Source: an optimization exercise on an open RTL-to-GDS flow (aim: small area). Production flows keep margins and buffers that such runs may drop.
RTL that was checked went through simulation tests only; none was proved equivalent to the original.

==> yarrow <==
// cic32
module cic32
    (
        input i_clk_high,
        input i_reset,
        input [7:0] i_signal,
        output reg o_clk_low,
        output [9:0] o_signal
    );
==> module cic32, before the edit <==
module cic32
    (
        input i_clk_high,
        input i_reset,
        input [7:0] i_signal,
        output reg o_clk_low,
        output [9:0] o_signal
    );
    reg [4:0] r_counter;
    reg [2:0] r_frames;             
    wire      w_last = (r_counter == 5'd31);
    always @(posedge i_clk_high or posedge i_reset)
        if (i_reset) begin
            r_counter <= 5'd0;
            o_clk_low <= 1'b0;
            r_frames  <= 3'd0;
        end else begin
            r_counter <= r_counter + 5'd1;
            o_clk_low <= w_last;
            if (w_last && r_frames != 3'd5)
                r_frames <= r_frames + 3'd1;
        end
    reg [25:0] r_int0;
    reg [20:0] r_int1;
    reg [15:0] r_int2;
    always @(posedge i_clk_high or posedge i_reset)
        if (i_reset) begin
            r_int0 <= 26'd0;
            r_int1 <= 21'd0;
            r_int2 <= 16'd0;
        end else begin
            r_int0 <= r_int0 + {18'd0, i_signal};
            r_int1 <= r_int1 + r_int0[25:5];
            r_int2 <= r_int2 + r_int1[20:5];
        end
    reg [47:0] r_xr;
    integer i;
    always @(posedge i_clk_high) begin
        r_xr <= {r_xr[46:0], r_xr[47]};
        if (w_last)
            for (i = 0; i < 14; i = i + 1)
                r_xr[13 - i] <= r_int2[2 + i];
    end
    wire w_old = (r_frames >= 3'd3);    
    wire w_p1  = (r_counter == 5'd1);
    wire w_p2  = (r_counter == 5'd2);
    wire w_p3  = (r_counter == 5'd3);
    reg  r_k1, r_k2, r_k3;
    wire a1 = r_xr[14];
    wire b1 = ~(r_xr[30] & w_old);
    wire c1 = w_p1 | r_k1;
    wire s1 = a1 ^ b1 ^ c1;
    reg [63:0] r_cr;
    wire w_wr1 = (r_counter >= 5'd2) && (r_counter <= 5'd14);
    wire w_wr2 = (r_counter >= 5'd3) && (r_counter <= 5'd14);
    wire a2 = s1;
    wire b2 = ~(r_cr[63] & w_old);
    wire c2 = w_p2 | r_k2;
    wire s2 = a2 ^ b2 ^ c2;
    wire a3 = s2;
    wire b3 = ~(r_cr[15] & w_old);
    wire c3 = w_p3 | r_k3;
    wire s3 = a3 ^ b3 ^ c3;
    always @(posedge i_clk_high) begin
        r_k1 <= (a1 & b1) | (a1 & c1) | (b1 & c1);
        r_k2 <= (a2 & b2) | (a2 & c2) | (b2 & c2);
        r_k3 <= (a3 & b3) | (a3 & c3) | (b3 & c3);
        r_cr <= {r_cr[62:0], r_cr[63]};
        if (w_wr1) r_cr[0]  <= s1;
        if (w_wr2) r_cr[16] <= s2;
    end
    reg [41:0] r_or;
    wire w_wr3 = (r_counter >= 5'd5) && (r_counter <= 5'd14);
    always @(posedge i_clk_high) begin
        r_or <= {r_or[40:0], r_or[41]};
        if (w_wr3) r_or[0] <= s3;
    end
    wire w_valid = (r_frames == 3'd5);
    genvar g;
    generate
        for (g = 0; g < 10; g = g + 1) begin : g_out
            assign o_signal[g] = r_or[38 - g] & w_valid;
        end
    endgenerate
endmodule
Settings: LEC_CHECK=0, ABC_AREA=1, CAP_MARGIN=20, CORE_MARGIN=2, CORE_UTILIZATION=40, CTS_BUF_LIST=sky130_fd_sc_hd__clkbuf_4 sky130_fd_sc_hd__clkbuf_8, SETUP_SLACK_MARGIN=0.0, SLEW_MARGIN=20; clock period 2.6 ns.
run.sh (not shown) runs the stock make flow with config.mk's settings and CLKGATE_MAP_FILE= SYNTH_SCRIPT=/design/flow/synth_recipe.tcl, a recipe that flattens the netlist after the stock synthesis.
==> inputs of zinc, as changes to yarrow <==
--- a/flow/design.v
+++ b/flow/design.v
@@ -45,5 +45,5 @@
     wire w_p1  = (r_counter == 5'd1);
-    wire w_p2  = (r_counter == 5'd2);
     wire w_p3  = (r_counter == 5'd3);
-    reg  r_k1, r_k2, r_k3;
+    wire w_p5  = (r_counter == 5'd5);
+    reg  r_k1, r_k2, r_k3, r_s1, r_s2;
     wire a1 = r_xr[14];
@@ -53,13 +53,15 @@
     reg [63:0] r_cr;
-    wire w_wr1 = (r_counter >= 5'd2) && (r_counter <= 5'd14);
-    wire w_wr2 = (r_counter >= 5'd3) && (r_counter <= 5'd14);
-    wire a2 = s1;
+    wire w_wr1 = (r_counter >= 5'd3) && (r_counter <= 5'd15);
+    wire w_wr2 = (r_counter >= 5'd5) && (r_counter <= 5'd16);
+    wire a2 = r_s1;
     wire b2 = ~(r_cr[63] & w_old);
-    wire c2 = w_p2 | r_k2;
+    wire c2 = w_p3 | r_k2;
     wire s2 = a2 ^ b2 ^ c2;
-    wire a3 = s2;
+    wire a3 = r_s2;
     wire b3 = ~(r_cr[15] & w_old);
-    wire c3 = w_p3 | r_k3;
+    wire c3 = w_p5 | r_k3;
     wire s3 = a3 ^ b3 ^ c3;
     always @(posedge i_clk_high) begin
+        r_s1 <= s1;
+        r_s2 <= s2;
         r_k1 <= (a1 & b1) | (a1 & c1) | (b1 & c1);
@@ -68,7 +70,7 @@
         r_cr <= {r_cr[62:0], r_cr[63]};
-        if (w_wr1) r_cr[0]  <= s1;
-        if (w_wr2) r_cr[16] <= s2;
+        if (w_wr1) r_cr[0]  <= r_s1;
+        if (w_wr2) r_cr[16] <= r_s2;
     end
     reg [41:0] r_or;
-    wire w_wr3 = (r_counter >= 5'd5) && (r_counter <= 5'd14);
+    wire w_wr3 = (r_counter >= 5'd7) && (r_counter <= 5'd16);
     always @(posedge i_clk_high) begin
@@ -81,3 +83,3 @@
         for (g = 0; g < 10; g = g + 1) begin : g_out
-            assign o_signal[g] = r_or[38 - g] & w_valid;
+            assign o_signal[g] = r_or[36 - g] & w_valid;
         end
--- a/flow/config.mk
+++ b/flow/config.mk
@@ -7,3 +7,2 @@
 export LEC_CHECK = 0
-export ABC_AREA = 1
 export CAP_MARGIN = 20
@@ -11,4 +10,3 @@
 export CORE_UTILIZATION = 40
-export CTS_BUF_LIST = sky130_fd_sc_hd__clkbuf_4 sky130_fd_sc_hd__clkbuf_8
-export SETUP_SLACK_MARGIN = 0.0
+export SETUP_SLACK_MARGIN = 0.3
 export SLEW_MARGIN = 20
==> comparison <==
zinc passed the timing, DRC and antenna checks. yarrow completed, yet does not pass: setup timing. Between yarrow and zinc, the lower worst setup slack is in yarrow (gap 0.35 ns). Between zinc and yarrow, the lower non-clock buffer count is in yarrow (gap 2). Of yarrow and zinc, yarrow has the higher design area (gap about 8%, measured against zinc). Between zinc and yarrow, the lower fmax is in yarrow (gap about 16%, measured against yarrow).
No functional check of the RTL was part of yarrow.

==> what the ideal ports hide <==
The flow's constraints put no driver on any port. The routed layouts listed below were extracted and timed again, unchanged, in two steps. Step 1 (the two cells are an assumption about what drives the block):
set clk [get_ports {i_clk_high}]
set_driving_cell -lib_cell sky130_fd_sc_hd__clkbuf_16 $clk
set_driving_cell -lib_cell sky130_fd_sc_hd__buf_2 [delete_from_list [all_inputs] $clk]
Step 2 times the ports against the registers' clock, not the clock port: input delays grow and output delays shrink by t, the midpoint of the rising clock arrivals with the driver on. Three values: ideal, step 1, step 2; two values: the first two.
run	t (ns)	setup slack, ns	latest minus earliest clock arrival (ns)	worst slew at a driven data input, ns
yarrow	0.562	-0.030 / -0.030 / -0.030	0.030 / 0.029	0.04
zinc	0.554	0.324 / 0.324 / -0.045	0.012 / 0.012	0.03
Met with ideal ports but missed after step 2: setup timing in zinc. For zinc, which loses most, drivers alone change the setup slack by 0.000 ns; drivers and shift together by -0.369 ns.
